What follows belongs to an exercise in optimizing a design on an open flow for small area; a production flow would make more cautious choices. The RTL of this run was laid out without a check of its function. No activity file was given, so power comes from the tool's default toggle rates.

File: flow/standard.sh
#!/bin/bash
# synth_recipe.tcl (not shown) runs the flow's synth.tcl, then flattens the netlist and writes it again
# the make line also repeats each setting of config.mk as NAME=value (left out here)
make -C /OpenROAD-flow-scripts/flow DESIGN_CONFIG=/design/flow/config.mk WORK_HOME=/design/flow/orfs CLKGATE_MAP_FILE= SYNTH_SCRIPT=/design/flow/synth_recipe.tcl "${@:-finish}"
File: flow/flow/area.abc
strash
&get -n
&deepsyn -T 20
&put
dch -f
amap
mfs2
strash
dch -f
amap
topo
File: flow/flow/run.sh
#!/bin/bash
# Layout: the standard flow (standard.sh) with an area-oriented ABC mapping in
# synthesis, unit-size port buffers and a clock tree of clkbuf_4 without dummy loads.
set -euo pipefail
W=$(pwd)
export OWN_WORK=$W
export OWN_ABC_SCRIPT=$W/flow/area.abc
bash standard.sh \
  SYNTH_SCRIPT=$W/flow/own_synth.tcl \
  REMOVE_ABC_BUFFERS=1 \
  "BUFFER_PORTS_ARGS=-buffer_cell sky130_fd_sc_hd__buf_1" \
  "CTS_ARGS=-sink_clustering_enable -repair_clock_nets -dont_use_dummy_load -buf_list sky130_fd_sc_hd__clkbuf_4" \
  finish > $W/make_flow.log 2>&1
File: flow/constraint.sdc
create_clock -name core_clock -period 5.0 [get_ports {clk}]
set_input_delay 1.0000 -clock core_clock [delete_from_list [all_inputs] [get_ports {clk}]]
set_output_delay 1.0000 -clock core_clock [all_outputs]
set_load 0.01 [all_outputs]
File: flow/design.v
module direc (output1,secs_segments,changed,reset,clk);
output [13:0] secs_segments;
output [6:0] output1;
input changed;
input reset;
input clk;
function [6:0] seg;
input [3:0] d;
begin
  seg[0] = d[3] | d[1] | ~(d[2] ^ d[0]);
  seg[1] = ~d[2] | ~(d[1] ^ d[0]);
  seg[2] = d[2] | ~d[1] | d[0];
  seg[3] = d[3] | (~d[2] & ~d[0]) | (d[1] & ~d[0]) | (~d[2] & d[1]) | (d[2] & ~d[1] & d[0]);
  seg[4] = ~d[0] & (~d[2] | d[1]);
  seg[5] = d[3] | (~d[1] & ~d[0]) | (d[2] & ~d[1]) | (d[2] & ~d[0]);
  seg[6] = d[3] | (d[2] ^ d[1]) | (d[1] & ~d[0]);
end
endfunction
reg       ph2;
reg [2:0] ph7;
reg [1:0] ph3;
wire ph7_6 = ph7[2] & ph7[1];
wire sec_tick  = ~ph2 & ph7_6;
wire scan_tick = ~ph2 & ph3[1];
always @(posedge clk)
if (!reset) begin
  ph2 <= 1'b0; ph7 <= 3'd0; ph3 <= 2'd0;
end else begin
  ph2 <= ~ph2;
  ph7[0] <= ~ph7[0] & ~ph7_6;
  ph7[1] <= (ph7[1] ^ ph7[0]) & ~ph7_6;
  ph7[2] <= (ph7[2] ^ (ph7[1] & ph7[0])) & ~ph7_6;
  ph3 <= {ph3[0], ~ph3[1] & ~ph3[0]};
end
reg [3:0] su, mu, hu;
reg [2:0] st, mt;
reg [1:0] ht;
wire e_su = sec_tick;
wire e_st = e_su & su[3] & su[0];
wire e_mu = e_st & st[2] & st[0];
wire e_mt = e_mu & mu[3] & mu[0];
wire e_hu = e_mt & mt[2] & mt[0];
wire e_ht = e_hu & hu[3] & hu[0];
wire h_wrap = e_hu & ht[1] & hu[1] & hu[0];
always @(posedge clk)
if (!reset) begin
  su <= 4'd0; st <= 3'd0; mu <= 4'd0; mt <= 3'd0; hu <= 4'd0; ht <= 2'd0;
end else begin
  su[0] <= su[0] ^ e_su;
  su[1] <= su[1] ^ (e_su & su[0] & ~su[3]);
  su[2] <= su[2] ^ (e_su & su[0] & su[1]);
  su[3] <= su[3] ^ (e_su & su[0] & (su[3] | (su[1] & su[2])));
  st[0] <= st[0] ^ e_st;
  st[1] <= st[1] ^ (e_st & st[0] & ~st[2]);
  st[2] <= st[2] ^ (e_st & st[0] & (st[2] | st[1]));
  mu[0] <= mu[0] ^ e_mu;
  mu[1] <= mu[1] ^ (e_mu & mu[0] & ~mu[3]);
  mu[2] <= mu[2] ^ (e_mu & mu[0] & mu[1]);
  mu[3] <= mu[3] ^ (e_mu & mu[0] & (mu[3] | (mu[1] & mu[2])));
  mt[0] <= mt[0] ^ e_mt;
  mt[1] <= mt[1] ^ (e_mt & mt[0] & ~mt[2]);
  mt[2] <= mt[2] ^ (e_mt & mt[0] & (mt[2] | mt[1]));
  hu[0] <= hu[0] ^ e_hu;
  hu[1] <= hu[1] ^ (e_hu & hu[0] & ~hu[3]);
  hu[2] <= (hu[2] ^ (e_hu & hu[0] & hu[1])) & ~h_wrap;
  hu[3] <= hu[3] ^ (e_hu & hu[0] & (hu[3] | (hu[1] & hu[2])));
  ht[0] <= ht[0] ^ e_ht;
  ht[1] <= (ht[1] | (e_ht & ht[0])) & ~h_wrap;
end
reg [9:0] pos;
wire p_wrap = scan_tick & pos[9] & pos[8] & pos[7] & pos[2];
wire [9:0] pt;
assign pt[0] = scan_tick;
genvar gi;
generate for (gi = 1; gi < 10; gi = gi + 1) begin : g_pt
  assign pt[gi] = scan_tick & (&pos[gi-1:0]);
end endgenerate
wire [9:0] wrap_clr = {3'b111, 4'b0000, 1'b1, 2'b00} & {10{p_wrap}};
wire low = ~|pos[9:6];
wire [5:0] p = pos[5:0];
wire p1  = low & (p == 6'd1);
wire p5  = low & (p == 6'd5);
wire cap = low & (p == 6'd1 | p == 6'd5 | p == 6'd28 | p == 6'd34 | p == 6'd57 | p == 6'd62);
wire [3:0] sel = p == 6'd1  ? {2'b00, ht} :
                 p == 6'd5  ? hu :
                 p == 6'd28 ? {1'b0, mt} :
                 p == 6'd34 ? mu :
                 p == 6'd57 ? {1'b0, st} : su;
reg [3:0] dig;
reg       show;
reg [1:0] cap_t;    
reg [3:0] cap_u;    
always @(posedge clk)
  if (scan_tick & cap) dig <= sel;
always @(posedge clk)
if (!reset) begin
  pos <= 10'd1;
end else begin
  pos <= (pos ^ pt) & ~wrap_clr;
end
always @(posedge clk)
if (!reset) begin
  show <= 1'b0; cap_t <= 2'd3; cap_u <= 4'd15;
end else if (scan_tick) begin
  show <= cap;
  if (p1) cap_t <= ht;
  if (p5) cap_u <= hu;
end
reg [6:0] ecl;
always @(*) begin
  ecl = 7'b0000000;
  if (low & ~p[5] & p[1] & ~p[0])
    case (p[4:2])
      3'd0: ecl = 7'b1111001;
      3'd1: ecl = 7'b0111001;
      3'd2: ecl = 7'b0111000;
      3'd3: ecl = 7'b0110000;
      3'd4: ecl = 7'b1110011;
      3'd5: ecl = 7'b1101101;
      3'd6: ecl = 7'b1111011;
      default: ecl = 7'b0000000;
    endcase
end
wire show_t = show & ~changed;
assign output1 = ({7{changed}} & ecl) | ({7{show_t}} & seg(dig));
wire [6:0] tens_n = {~cap_t[1] | cap_t[0], cap_t[1] | cap_t[0], cap_t[0], cap_t[0],
                     cap_t[1], cap_t[1] & cap_t[0], cap_t[0]};
wire [6:0] units_n = ~seg(cap_u) | {7{cap_u[3] & cap_u[2]}};
assign secs_segments = {tens_n, units_n};
endmodule
File: flow/flow/own_synth.tcl
# The standard flow's synthesis (synth_recipe.tcl) with two changes: Yosys does not extract
# half/full adders, and ABC maps for area with the script named by OWN_ABC_SCRIPT.
# Flip-flops are mapped before ABC runs, so the registers are the standard ones.
proc extract_fa {args} {}
proc abc {args} {
  set i [lsearch -exact $args -script]
  if {$i >= 0} {
    lset args [expr {$i + 1}] $::env(OWN_ABC_SCRIPT)
  }
  yosys abc {*}$args
}
source $::env(OWN_WORK)/synth_recipe.tcl
File: flow/config.mk
export PLATFORM = sky130hd
export DESIGN_NAME = direc
export DESIGN_NICKNAME = direc
export VERILOG_FILES = /design/flow/design.v
export SDC_FILE = /design/flow/constraint.sdc
export NUM_CORES = 4
export LEC_CHECK = 0
export CAP_MARGIN = 20
export CORE_MARGIN = 2
export CORE_UTILIZATION = 40
export SLEW_MARGIN = 20
==> out/qor.yml <==
firstDrtPassIters: 4
synth_async_sr_flop_share_pct: 0
avgSynthCellArea_sq_um: 7.561
drt-total-wl_um: 4170
synth_mux_area_share_pct: 0
drc_errors: 0
h-tree-depth: 2
rows: 26
grt_max_degree: 25
finClkSkew_ps: 10.76
synth_compound_area_share_pct: 19.99
die_x_um: 76.62
synth-seq-cells: 47
synth_simple_gate_area_share_pct: 25.68
cts_hold_buf: 0
p_per_area_mw_per_mm2: 251.3
hold_depth: 1
synth_warnings: 1
synthCells: 279
vias: 1837
max_slew_margin_pct: 52.60
irDropWorstVdd_v: 0.00009654
final-setup-viol-count: 0
placedCellCount: 371
synth_edf_count: 4
clock_latency_ps: 350
cts_setup_buffers: 0
synth_area_leaders: "dfxtp_1 (41%), nor2_1 (10%), clkinv_1 (7.1%)"
rr_startpoint: "ph7[2]"
cts_made_buffers: 5
layoutNonFillerInstCount: 376
drive_above_1_share_pct: 1.961
setup_tns_ps: 0
clock-root-buffer: "clkbuf_4"
cts_buffer_depth: 2
synth_most_common_cell: "nor2_1"
synthFlopType: "dfxtp_1"
first_global_vias: 1595
fp.coreArea_sq_mm: 0.005107
ys_seq_area_share_pct: 46.50
startpoint: "pos[7]"
die_area_sq_mm: 0.005871
tightest_slew_ps: 704.5
ant_nets: 0
period_minus_slack_ps: 3122
port_buffers: 23
cts.sinks: 47
critPathKind: "reg2out"
viasPerCell: 4.886
r2r_end: "hu[2]"
final_nets: 311
grt_pass1_wl_um: 7196
rsz0062_at_grt: "false"
hold_viol: 0
io_pins: 24
routabilityCongestion: 0.8223
synth.cell_area_sq_mm: 0.002110
p_total_uw: 581.5
yosysTopAreaCellShare_pct: 40.81
cap_violations: 0
hold_slack_ps: 419.9
ff2ff_setup_slack_ps: 2170
dp_hpwl_um: 3205
grt_antenna_before_repair: 0
outcome: "finished clean"
area_growth_pct: 9.668
start_util_pct: 41.30
die_h_um: 76.62
yosys-top-cells-count: "nor2_1 (58), dfxtp_1 (43), clkinv_1 (40), nand2_1 (22)"
min_from: "ph3[0]"
antenna_cells: 0
drt-initial-drc-count: 86
synth_fa_ha_area_share_pct: 0
worstSetupEndpointType: "output port"
ctsResizeCount: 0
yosysTopAreaCell: "dfxtp_1"
synth_xor_area_share_pct: 0
tritoncts: "yes"
finalCritPeriodShare_pct: 62.43
clock.fmax_ghz: 0.3203
synth_top_family_by_area: "simple AND/OR/NAND/NOR gates"
synth.distinct_cells: 30
grt_overflow: 0
critPathArrivalTime_ps: 2120
hp-class: "reg2reg"
fillCellCount: 547
cp_max_fo: 5
min_to: "ph3[0]"
clk_pin_slew_worst_paths_ps: 120
worst_setup_path_start_kind: "register"
reg2regPathDepth: 16
grt_use_total_pct: 15.07
p_leak_uw: 0.0007754
final_util_pct: 45.30
critPathRequiredTime_ps: 4000
avgRoutedWirePerCell_um: 11.09
slew_violations: 0
-- layer usage --
| layer | GRT usage (%) | routed length [um] | vias up | part of all wire (%) |
|---|---|---|---|---|
| met2 | 23.19 | 1745 | 28 | 42 |
| met5 | 0 | 0 | - | 0 |
| met4 | 6.000 | 68 | 0 | 1.6 |
| li1 | - | - | 1004 | - |
| met1 | 20.18 | 2221 | 799 | 53 |
| met3 | 3.910 | 134 | 6 | 3.2 |
-- area by class of cell --
type                       count  area (sq um)  share of cell area (%)
sequential                    47         980.9                   42.40
multi-input combinational    190         963.4                   41.64
inverter                      40         150.1                   6.490
timing repair buffer          24         93.84                   4.056
tap                           70         87.58                   3.786
clock buffer                   5         37.54                   1.622
-- worst max-delay path, stage by stage (launching register included) --
cell	delay, ps
dfxtp_1	350
or4_1	560
nor2_1	140
nand3_1	160
nor2_1	210
o21ai_0	120
o21ai_0	80
buf_1	170
-- worst max-delay path by stage --
| stage | end | cells after the start |
|---|---|---|
| final | output1[3] | 7 |
| after global routing | output1[3] | 7 |
| after CTS | output1[3] | 7 |
| after detailed placement | output1[3] | 7 |
| after global placement | output1[3] | 7 |
| after floorplan | output1[3] | 5 |
-- flip-flops by register name, summed over array words and instances (netlist names), 3 cells and up --
| signal | flops |
|---|---|
| ph7 | 3 |
| pos | 10 |
| mu | 4 |
| mt | 3 |
| cap_u | 4 |
| st | 3 |
| su | 4 |
| dig | 4 |
| hu | 4 |
-- layout by cell type (no fill, tap or decap), types with 3 or more instances in the layout --
| cell | count |
|---|---|
| a211oi_1 | 9 |
| edfxtp_1 | 4 |
| nor2_1 | 58 |
| dfxtp_1 | 43 |
| clkinv_1 | 40 |
| buf_1 | 23 |
| nand3_1 | 3 |
| nor2b_1 | 6 |
| or2_0 | 7 |
| o21ai_0 | 20 |
| a21oi_1 | 18 |
| a22oi_1 | 3 |
| nor3_1 | 20 |
| nand2_1 | 22 |
| clkbuf_4 | 5 |
| o21a_1 | 3 |
-- power breakdown --
group	switching, uW	total, uW	internal [uW]	leakage, uW
clock network	104	151	47.2	0.0000230
logic	25.7	38.5	12.9	0.000366
registers	5.08	392	387	0.000386
-- logic make-up after synthesis --
logic type	count (synthesis)
DFF	47
and+or+nand+nor	123
buffers and inverters	42
AOI/OAI and AO/OA	67
-- metrics by stage --
step / worst slack [ps] / area [sq um]
after floorplan: 2232 / 2095
after global placement: 2070 / 2276
after detailed placement: 2035 / 2276
after CTS: 1865 / 2313
after global routing: 1693 / 2313
final: 1878 / 2313

separate check: timing with driven ports:
In the flow no input, the clock included, has a driving cell. The finished layout below was timed again as built, in two steps.
Step 1, drivers: a clkbuf_16 drives clk and a buf_2 each remaining input, both assumed.
Step 2 adds t to the input delays and takes it off the output delays; t is the mean of the earliest and latest rising clock arrival at the registers after step 1. Input paths then give back, and output paths get back, about the clock's delay inside the block.
Slacks: ideal / step 1 / step 2; pairs: ideal / step 1.
shift t [ns]: 0.367
setup slack, ns: 1.878 / 1.852 / 1.991
worst setup path after step 2: input to output
worst register clock-pin slew, ns: 0.12 / 0.12
worst slew at a driven data input, ns: 0.03
After both steps setup and hold are still met in this run. The setup slack of this run moves by -0.026 ns with the drivers and by +0.113 ns with both steps.
